From an optimization exercise on the open Yosys and OpenROAD flow, aimed at small area and a short achievable clock period; shortcuts taken in it are not production practice. No run shown here included a check of the RTL's function; only the layout flow was run.

## flow/design.v (module list and top-level ports; edited modules follow where they fit)
// module pe: 1129 lines
// module systolic_array: 112 lines
module systolic_array #(
    parameter M           = 5,
    parameter N           = 3,
    parameter K           = 4,
    parameter DATA_WIDTH  = 32
) (
    input clk,
    input rst_n,
    input [DATA_WIDTH*M-1:0] X,
    input [DATA_WIDTH*K-1:0] W,
    output reg [DATA_WIDTH*M*K-1:0] Y,
    output done
);
  // ...
==> flow/flow/run.sh <==
#!/bin/bash
# The standard layout with two changes:
#  - input and output ports are buffered with plain buffers (buf_2) instead
#    of the delay cells buffer_ports picks by default;
#  - after the standard synthesis, fa_polarity.py complements some full
#    adders (a full adder is self-dual) so that fewer inverters are needed
#    between them; registers and all other cells are unchanged.
set -euo pipefail
export BUFFER_PORTS_ARGS="-buffer_cell sky130_fd_sc_hd__buf_2"
RES=orfs/results/${FLOW_PLATFORM}/systolic_array/base
bash standard.sh synth > make_synth.log 2>&1
python3 flow/fa_polarity.py $RES/1_2_yosys.v $RES/1_2_yosys.pol.v > fa_polarity.log 2>&1
cp $RES/1_2_yosys.v 1_2_yosys.standard.v
mv $RES/1_2_yosys.pol.v $RES/1_2_yosys.v
rm -f $RES/1_synth.odb $RES/1_synth.sdc
bash standard.sh > make_layout.log 2>&1
==> flow/flow/fa_polarity.py <==
#!/usr/bin/env python3
"""Remove inverters around full adders in a mapped netlist.

A full adder is self-dual: complementing its three inputs complements both
outputs.  This script chooses, for each sky130 fa cell, whether to use it in
complemented form so that as few inverters as possible are needed, removes
the netlist's inverters (inv/clkinv) and inserts one inverter per net that
still needs a complemented copy.  Registers, ports and every other cell are
left as they are; the netlist computes the same function.

usage: fa_polarity.py IN.v OUT.v
"""
import re, sys, random, collections

src = open(sys.argv[1]).read()
cell_re = re.compile(r'^(\s*)(sky130_fd_sc_hd__\w+)\s+(\S+)\s*\((.*?)\);\s*$', re.S | re.M)
pin_re = re.compile(r'\.(\w+)\(([^()]*)\)')
OUTPINS = {'X', 'Y', 'Q', 'Q_N', 'SUM', 'COUT', 'HI', 'LO'}

m = re.search(r'^\s*module\s+(\w+)\s*\(([^)]*)\);', src, re.M)
ports = set(p.strip() for p in m.group(2).split(','))
def is_port_net(n):
    base = n.split('[')[0].strip()
    return base in ports

cells = []   # [typ, name, pins(dict pin->net), span]
for mm in cell_re.finditer(src):
    typ = mm.group(2).split('__')[1]
    pins = {p: n.strip() for p, n in pin_re.findall(mm.group(4))}
    cells.append([typ, mm.group(3), pins, mm.span()])

def is_inv(t): return re.match(r'(clk)?inv_\d+$', t) is not None
def is_fa(t): return re.match(r'fa_\d+$', t) is not None

drv = {}
for i, (t, n, pins, _) in enumerate(cells):
    for p, net in pins.items():
        if p in OUTPINS:
            drv[net] = i
# inverters we may remove: those whose output is not a port
removable = set()
for i, (t, n, pins, _) in enumerate(cells):
    if is_inv(t) and not is_port_net(pins['Y']):
        removable.add(i)

def source(net):
    par = 0
    seen = 0
    while net in drv and drv[net] in removable:
        par ^= 1
        net = cells[drv[net]][2]['A']
        seen += 1
        assert seen < 100
    return net, par

# every input pin of a kept cell: (cell, pin, source net, parity)
uses = []
for i, (t, n, pins, _) in enumerate(cells):
    if i in removable:
        continue
    for p, net in pins.items():
        if p in OUTPINS:
            continue
        if not (net.startswith('_') or net.startswith('\\') or re.match(r'[A-Za-z]', net)):
            continue  # constants
        s, par = source(net)
        uses.append((i, p, s, par))

fas = [i for i, c in enumerate(cells) if is_fa(c[0])]
flip = collections.defaultdict(int)
bysrc = collections.defaultdict(list)
for u in uses:
    bysrc[u[2]].append(u)

def netcost(s):
    d = drv.get(s)
    fd = flip[d] if d is not None else 0
    need1 = any(par ^ fd ^ flip[i] for (i, p, _, par) in bysrc[s])
    return 1 if need1 else 0

famnets = collections.defaultdict(set)
for s, us in bysrc.items():
    d = drv.get(s)
    if d is not None and is_fa(cells[d][0]):
        famnets[d].add(s)
    for (i, p, _, par) in us:
        if is_fa(cells[i][0]):
            famnets[i].add(s)

def total():
    return sum(netcost(s) for s in bysrc)

before = total()
rng = random.Random(1)
best = before
order = list(fas)
for rnd in range(40):
    rng.shuffle(order)
    changed = False
    for f in order:
        nets = famnets[f]
        b = sum(netcost(s) for s in nets)
        flip[f] ^= 1
        a = sum(netcost(s) for s in nets)
        if a < b or (a == b and rng.random() < 0.3):
            changed = changed or a < b
        else:
            flip[f] ^= 1
    cur = total()
    if cur < best:
        best = cur
        bestflip = dict(flip)
    if rnd > 10 and not changed:
        break
if best < before:
    flip = collections.defaultdict(int, bestflip)
else:
    flip = collections.defaultdict(int)
after = total()

# rewrite
newinv = {}
newwires = []
def inverted(s):
    if s not in newinv:
        k = len(newinv)
        w = f"_polinv{k}_"
        newinv[s] = w
        newwires.append(w)
    return newinv[s]

out_cells = {}
for i, (t, n, pins, span) in enumerate(cells):
    if i in removable:
        out_cells[i] = None
        continue
    np = dict(pins)
    for p, net in pins.items():
        if p in OUTPINS:
            continue
    out_cells[i] = np
for (i, p, s, par) in uses:
    d = drv.get(s)
    fd = flip[d] if d is not None else 0
    need = par ^ fd ^ flip[i]
    out_cells[i][p] = inverted(s) if need else s

def esc(v):
    return v + " " if v.startswith("\\") else v

def fmt(t, n, pins, indent):
    body = ",\n".join(f"{indent}  .{p}({esc(v)})" for p, v in pins.items())
    return f"{indent}sky130_fd_sc_hd__{t} {n} (\n{body}\n{indent});"

pieces = []
last = 0
for i, (t, n, pins, span) in enumerate(cells):
    pieces.append(src[last:span[0]])
    last = span[1]
    if out_cells[i] is None:
        continue
    # keep original formatting of the instance, only pin values change
    indent = re.match(r'\s*', src[span[0]:span[1]]).group(0).lstrip('\n')
    pieces.append("\n" + fmt(t, n, out_cells[i], indent if indent else "  "))
pieces.append(src[last:])
text = "".join(pieces)
# declarations and new inverters
decl = "".join(f"  wire {w};\n" for w in newwires)
insts = "".join(f"  sky130_fd_sc_hd__inv_1 _polinvc{k}_ (\n    .A({esc(s)}),\n    .Y({w})\n  );\n"
                for k, (s, w) in enumerate(newinv.items()))
pos = text.rfind("endmodule")
text = text[:pos] + insts + text[pos:]
# wires right after the module's port list declarations: before first cell
first = cell_re.search(text).start()
text = text[:first] + "\n" + decl + text[first:]
open(sys.argv[2], "w").write(text)
print(f"fa_polarity: {len(fas)} full adders, {sum(flip.values())} complemented; "
      f"inverters {len(removable)} removable -> {len(newinv)} inserted (cost before flips {before})",
      file=sys.stderr)
==> flow/standard.sh <==
#!/bin/bash
# synth_recipe.tcl (not shown) runs the flow's synth.tcl, then flattens the netlist and writes it again
# the make line also repeats each setting of config.mk as NAME=value (left out here)
make -C /OpenROAD-flow-scripts/flow DESIGN_CONFIG=/design/flow/config.mk WORK_HOME=/design/flow/orfs CLKGATE_MAP_FILE= SYNTH_SCRIPT=/design/flow/synth_recipe.tcl "${@:-finish}"
==> flow/config.mk <==
export PLATFORM = sky130hd
export DESIGN_NAME = systolic_array
export DESIGN_NICKNAME = systolic_array
export VERILOG_FILES = /design/flow/design.v
export SDC_FILE = /design/flow/constraint.sdc
export NUM_CORES = 8
export LEC_CHECK = 0
export ABC_AREA = 1
export CAP_MARGIN = 20
export CORE_MARGIN = 2
export CORE_UTILIZATION = 60
export CTS_CLUSTER_DIAMETER = 150
export CTS_CLUSTER_SIZE = 20
export PLACE_DENSITY = 0.7
export SETUP_SLACK_MARGIN = 5
export SLEW_MARGIN = 20
==> flow/constraint.sdc <==
create_clock -name core_clock -period 8.5 [get_ports {clk}]
set_input_delay 1.7000 -clock core_clock [delete_from_list [all_inputs] [get_ports {clk}]]
set_output_delay 1.7000 -clock core_clock [all_outputs]
set_load 0.01 [all_outputs]
==> results.py, run 1 <==
metrics = {
    "clocking": {
        "post_cts_buffers": 140,
        "root_buffer": "clkbuf_16",
        "h-tree-depth": 3,
    },
    "layout": {
        "n_clock_buffer": 196,
        "seq_area_frac": 0.3493,
        "n_all_buffers": 1391,
        "multi_input_area_share": 0.4877,
        "top_register": "Y",
        "fin_area_sq_um": 139600,
        "reg.largest.list": "Y (640), wq (288), row.u.acc (160)",
        "final_cells": 16540,
        "inverters": 1690,
        "area_growth_pct": 12.33,
        "post-route-util": 0.6761,
        "design.seq.count": 2101,
    },
    "grt": {
        "busiest_layer": "met2",
        "grt_pass1_vias": 100500,
        "grt_max_degree": 194,
    },
    "critical_path": {
        "end_kind": "flip-flop",
        "rr_worst_depth": 17,
    },
    "route": {
        "wl_um": 489500,
        "top_layer_used": "met5",
        "drtAntennaViolNets": 0,
        "drc": 0,
    },
    "place": {
        "postPlaceCellArea_sq_um": 130900,
    },
    "hold_path": {
        "min_path_type": "flip-flop to flip-flop",
    },
    "floorplanning": {
        "core_sq_um": 206400,
    },
    "timing": {
        "fin_ws_ns": 4.814,
        "max_freq_mhz": 271.3,
        "tightest_slew_ns": 1.232,
    },
    "run_status": {
        "status": "finished clean",
    },
}
==> run 2: changes to the inputs <==
--- a/flow/design.v
+++ b/flow/design.v
@@ -741,18 +741,16 @@
   wire ax410 = ax403 ^ ax404;
   wire ax411 = ax405 ^ ax406;
   wire ax412 = ax407 ^ ax408;
   wire ax413 = ax409 ^ ax410;
   wire ax414 = ac160 ^ ac162;
   wire ax415 = ac284 ^ ac286;
   wire ax416 = ax411 ^ ax412;
   wire ax417 = ax413 ^ ax414;
-  wire ax418 = ax415 ^ ax416;
-  wire ax419 = ac288 ^ ac390;
   reg ra_0_0;
   reg ra_0_1;
   reg ra_0_2;
   reg ra_1_0;
   reg ra_1_1;
   reg ra_2_0;
   reg ra_2_1;
   reg ra_2_2;
@@ -867,16 +865,18 @@
   reg ra_30_0;
   reg ra_30_1;
   reg ra_30_2;
   reg ra_30_3;
   reg ra_31_0;
   reg ra_31_1;
   reg ra_31_2;
   reg ra_31_3;
+  reg ra_31_4;
+  reg ra_31_5;
   always @(posedge clk) begin
     ra_0_0 <= neg0;
     ra_0_1 <= accm[0];
     ra_0_2 <= pp0_0;
     ra_1_0 <= accm[1];
     ra_1_1 <= pp0_1;
     ra_2_0 <= neg1;
     ra_2_1 <= accm[2];
@@ -988,20 +988,22 @@
     ra_29_0 <= ac382;
     ra_29_1 <= ac384;
     ra_29_2 <= as385;
     ra_29_3 <= as387;
     ra_30_0 <= ac386;
     ra_30_1 <= ac388;
     ra_30_2 <= as389;
     ra_30_3 <= as391;
-    ra_31_0 <= ax417;
-    ra_31_1 <= ax418;
-    ra_31_2 <= ac392;
-    ra_31_3 <= ax419;
+    ra_31_0 <= ax415;
+    ra_31_1 <= ax416;
+    ra_31_2 <= ac288;
+    ra_31_3 <= ac390;
+    ra_31_4 <= ac392;
+    ra_31_5 <= ax417;
   end
   wire bs1 = ra_2_0 ^ ra_2_1;
   wire bc2 = ra_2_0 & ra_2_1;
   wire bs3 = ra_3_0 ^ ra_3_1;
   wire bc4 = ra_3_0 & ra_3_1;
   wire bs5 = ra_4_0 ^ ra_4_1 ^ ra_4_2;
   wire bc6 = (ra_4_0 & ra_4_1) | (ra_4_0 & ra_4_2) | (ra_4_1 & ra_4_2);
   wire bs7 = ra_5_0 ^ ra_5_1 ^ ra_5_2;
@@ -1115,20 +1117,22 @@
   wire bs115 = ra_28_3 ^ bc52 ^ bs53;
   wire bc116 = (ra_28_3 & bc52) | (ra_28_3 & bs53) | (bc52 & bs53);
   wire bs117 = ra_29_3 ^ bc54 ^ bs55;
   wire bc118 = (ra_29_3 & bc54) | (ra_29_3 & bs55) | (bc54 & bs55);
   wire bs119 = ra_30_3 ^ bc56 ^ bs57;
   wire bc120 = (ra_30_3 & bc56) | (ra_30_3 & bs57) | (bc56 & bs57);
   wire bx121 = ra_31_0 ^ ra_31_1;
   wire bx122 = ra_31_2 ^ ra_31_3;
-  wire bx123 = bx121 ^ bx122;
-  wire bx124 = bc58 ^ bx123;
+  wire bx123 = ra_31_4 ^ ra_31_5;
+  wire bx124 = bx121 ^ bx122;
+  wire bx125 = bx123 ^ bc58;
+  wire bx126 = bx124 ^ bx125;
   wire [31:0] r0 = {bc120, bc118, bc116, bc114, bc112, bc110, bc108, bc106, bc104, bc102, bc100, bc98, bc96, bc94, bc92, bc90, bc88, bc86, bc84, bc82, bc80, bc78, bc76, bc74, bc72, bc70, bc68, bc66, bc64, bc62, bc60, ra_0_2};
-  wire [31:0] r1 = {bx124, bs119, bs117, bs115, bs113, bs111, bs109, bs107, bs105, bs103, bs101, bs99, bs97, bs95, bs93, bs91, bs89, bs87, bs85, bs83, bs81, bs79, bs77, bs75, bs73, bs71, bs69, bs67, bs65, bs63, bs61, bs59};
+  wire [31:0] r1 = {bx126, bs119, bs117, bs115, bs113, bs111, bs109, bs107, bs105, bs103, bs101, bs99, bs97, bs95, bs93, bs91, bs89, bs87, bs85, bs83, bs81, bs79, bs77, bs75, bs73, bs71, bs69, bs67, bs65, bs63, bs61, bs59};
   assign sum = r0 + r1;
   always @(posedge clk) acc <= sum;
 endmodule
 module systolic_array #(
     parameter M           = 5,
     parameter N           = 3,
     parameter K           = 4,
     parameter DATA_WIDTH  = 32
==> run 2 against run 1 <==
Net effect: still clean; global-route usage is 1.7 points higher; via count is 2.0% higher; critical path depth is 4 lower; non-clock buffer count is 10 higher; flip-flop and latch count is 10 higher; clock skew is 0.025 ns lower; cell area is 0.42% higher; cell count is 2.6% higher; critical path type unchanged; critical endpoint is now Y[86]$_DFFE_PP_.
==> results.py, run 2 <==
metrics = {
    "timing": {
        "post-route-period-util": 0.4340,
        "max_freq_mhz": 271.1,
        "maxSlewHeadroom": 0.06059,
        "fin_skew_ns": 0.05987,
        "hold_slack_ns": 0.3150,
        "period_minus_slack_ns": 3.689,
        "hold_violations": 0,
        "slew_viol_final": 0,
        "setup_viol": 0,
        "rsz0062_at_grt": "yes",
        "tns_ns": 0,
        "tightest_slew_ns": 1.403,
    },
    "grt": {
        "overflow": 0,
        "grt_max_degree": 94,
        "grt_pass1_wl_um": 715900,
        "antenna_found_initial": 55,
        "track_usage": 0.4690,
        "grt_pass1_vias": 104200,
    },
    "route": {
        "drt-wirelength-per-cell_um": 29.91,
        "dr.pass1.iters": 10,
        "drtAntennaViolNets": 0,
        "vias": 105300,
        "drc": 0,
        "drt_iter0_drc": 14230,
        "wl_um": 507700,
        "viasPerCell": 6.203,
    },
    "floorplanning": {
        "fp-row-count": 167,
        "io_pins": 931,
        "core_sq_um": 207100,
        "die_w_um": 460.3,
        "dieArea_sq_um": 211900,
        "die_h_um": 460.3,
        "start_util": 0.6034,
    },
    "layout": {
        "largest_reg_flops": 640,
        "top_register": "Y",
        "reg.largest.list": "Y (640), wq (288), row.u.acc (160)",
        "fillCellCount": 16170,
        "nNetsFinal": 15810,
        "final_layout_size_suffix_gt1_frac": 0.1500,
        "multiInputGateArea_sq_um": 67950,
        "final_common_cell": "nand2_1",
        "seq_area_sq_um": 48950,
        "layout_common_cells": "2600 x nand2_1, 1669 x inv_1, 1416 x xor2_1, 1368 x dfxtp_1, 1223 x o22ai_1",
        "area_growth_pct": 12.17,
    },
    "clocking": {
        "clk_path_buf_depth": 3,
        "h-tree-depth": 3,
        "cts_tree": "yes",
        "postCtsHoldBufs": 0,
        "root_buffer": "clkbuf_16",
        "numCtsBuffers": 115,
        "clock_latency_ns": 0.90,
        "cts.clk_slew.worst_paths_ns": 0.11,
        "cts_sinks": 2111,
    },
    "critical_path": {
        "startpoint_type": "flip-flop",
        "end_kind": "flip-flop",
        "path_class": "flip-flop to flip-flop",
        "crit_required_ns": 9.12,
        "worstPathArrival_ns": 4.31,
        "critPathMaxFanout": 4,
    },
    "hold_path": {
        "min_path_type": "flip-flop to flip-flop",
    },
    "place": {
        "place_hpwl_um": 367400,
        "io_buffers": 930,
        "gp_congestion": 1.070,
    },
    "yosys": {
        "netlist_instances": 13260,
        "syn_nets": 15000,
        "syn_area_sq_um": 124900,
        "yosys_warnings": 3,
        "synth.avg_cell_area_sq_um": 9.422,
    },
    "run_status": {
        "status": "finished clean",
    },
    "flow_run": {
        "drv_cap": 0,
    },
}
## run 2: layout make-up
class                           count  area share
Inverter                         1797     0.05156
Antenna cell                       37   0.0006606
Multi-Input combinational cell   8621      0.4848
Timing Repair Buffer             1401     0.06403
Tap cell                         2788     0.02489
Clock buffer                      188     0.02264
Clock inverter                      7    0.001205
Timing Repair inverter             24   0.0008927
Sequential cell                  2111      0.3493
## run 2: per-stage QoR
step	instance area [sq um]	setup WS [ns]	std cells	utilization
finish	140200	4.811	16970	0.6768
detailed placement	131800	4.163	16450	0.6367
global placement	131800	4.231	16440	0.6365
floorplan	125000	5.016	13260	-
CTS	138000	4.829	16840	0.6664
global route	140100	4.789	16940	0.6765
## run 2: metal layers
layer / routed length, um / global-route usage / up-vias / part of all wire
li1: - / - / 44020 / -
met1: 170400 / 0.5490 / 50440 / 0.34
met2: 215700 / 0.6934 / 8336 / 0.42
met3: 68190 / 0.1657 / 2429 / 0.13
met4: 52980 / 0.3861 / 66 / 0.10
met5: 483 / 0.005511 / - / 0.00095
## run 2: what timing repair did
action,CTS,global route
pin swaps,9,36
setup buffers,177,85
gates resized for setup,312,336
cloned,27,8
endpoints found under the setup margin,435,365
## run 2: critical path: stages, from the launching register on
cell	delay [ns]
dfxtp_1	0.33
fa_1	0.56
fa_1	0.44
ha_1	0.35
nand2_1	0.10
inv_1	0.11
nand2_1	0.10
nand2_1	0.25
a21oi_1	0.34
nand2_2	0.22
nand2_1	0.13
nand3b_1	0.15
nand3_2	0.28
nand2_1	0.08
## run 2: final timing paths
check                                   startpoint                 to  slack (ns)  cells past startpoint
min in group asynchronous                    rst_n    wy[1]$_DFF_PN0_        0.70                      1
min reg2reg                      wq[2][17]$_DFF_P_  wq[1][17]$_DFF_P_        0.32                      0
max in group asynchronous                    rst_n      rot$_DFF_PN1_        7.50                      1
min                              wq[2][17]$_DFF_P_  wq[1][17]$_DFF_P_        0.32                      0
max reg2reg                row[0].u.ra_8_2$_DFF_P_    Y[86]$_DFFE_PP_        4.81                     13
max                        row[0].u.ra_8_2$_DFF_P_    Y[86]$_DFFE_PP_        4.81                     13

-- what the ideal ports hide --
The results above use ideal ports. As a check the final layouts listed here were re-extracted and re-timed, cells and wires unchanged.
Step 1: set_driving_cell puts a clkbuf_16 on clk and a buf_2 on each other input, an assumption about the parent block.
Step 2 moves the port delays by t, midway between the first and last clock arrival at a register: inputs arrive t later, outputs are due t later. That takes back most of the time a late clock gives input paths.
a / b / c = ideal / step 1 / step 2; a / b = the first two.
| run | t (ns) | setup WS [ns] | worst setup path after step 2 | clock arrival spread, ns |
|---|---|---|---|---|
| run 1 | 0.952 | 4.814 / 4.814 / 4.814 | register to register | 0.095 / 0.094 |
| run 2 | 0.970 | 4.811 / 4.811 / 4.811 | register to register | 0.077 / 0.076 |
After both steps setup and hold are still met in every run listed.
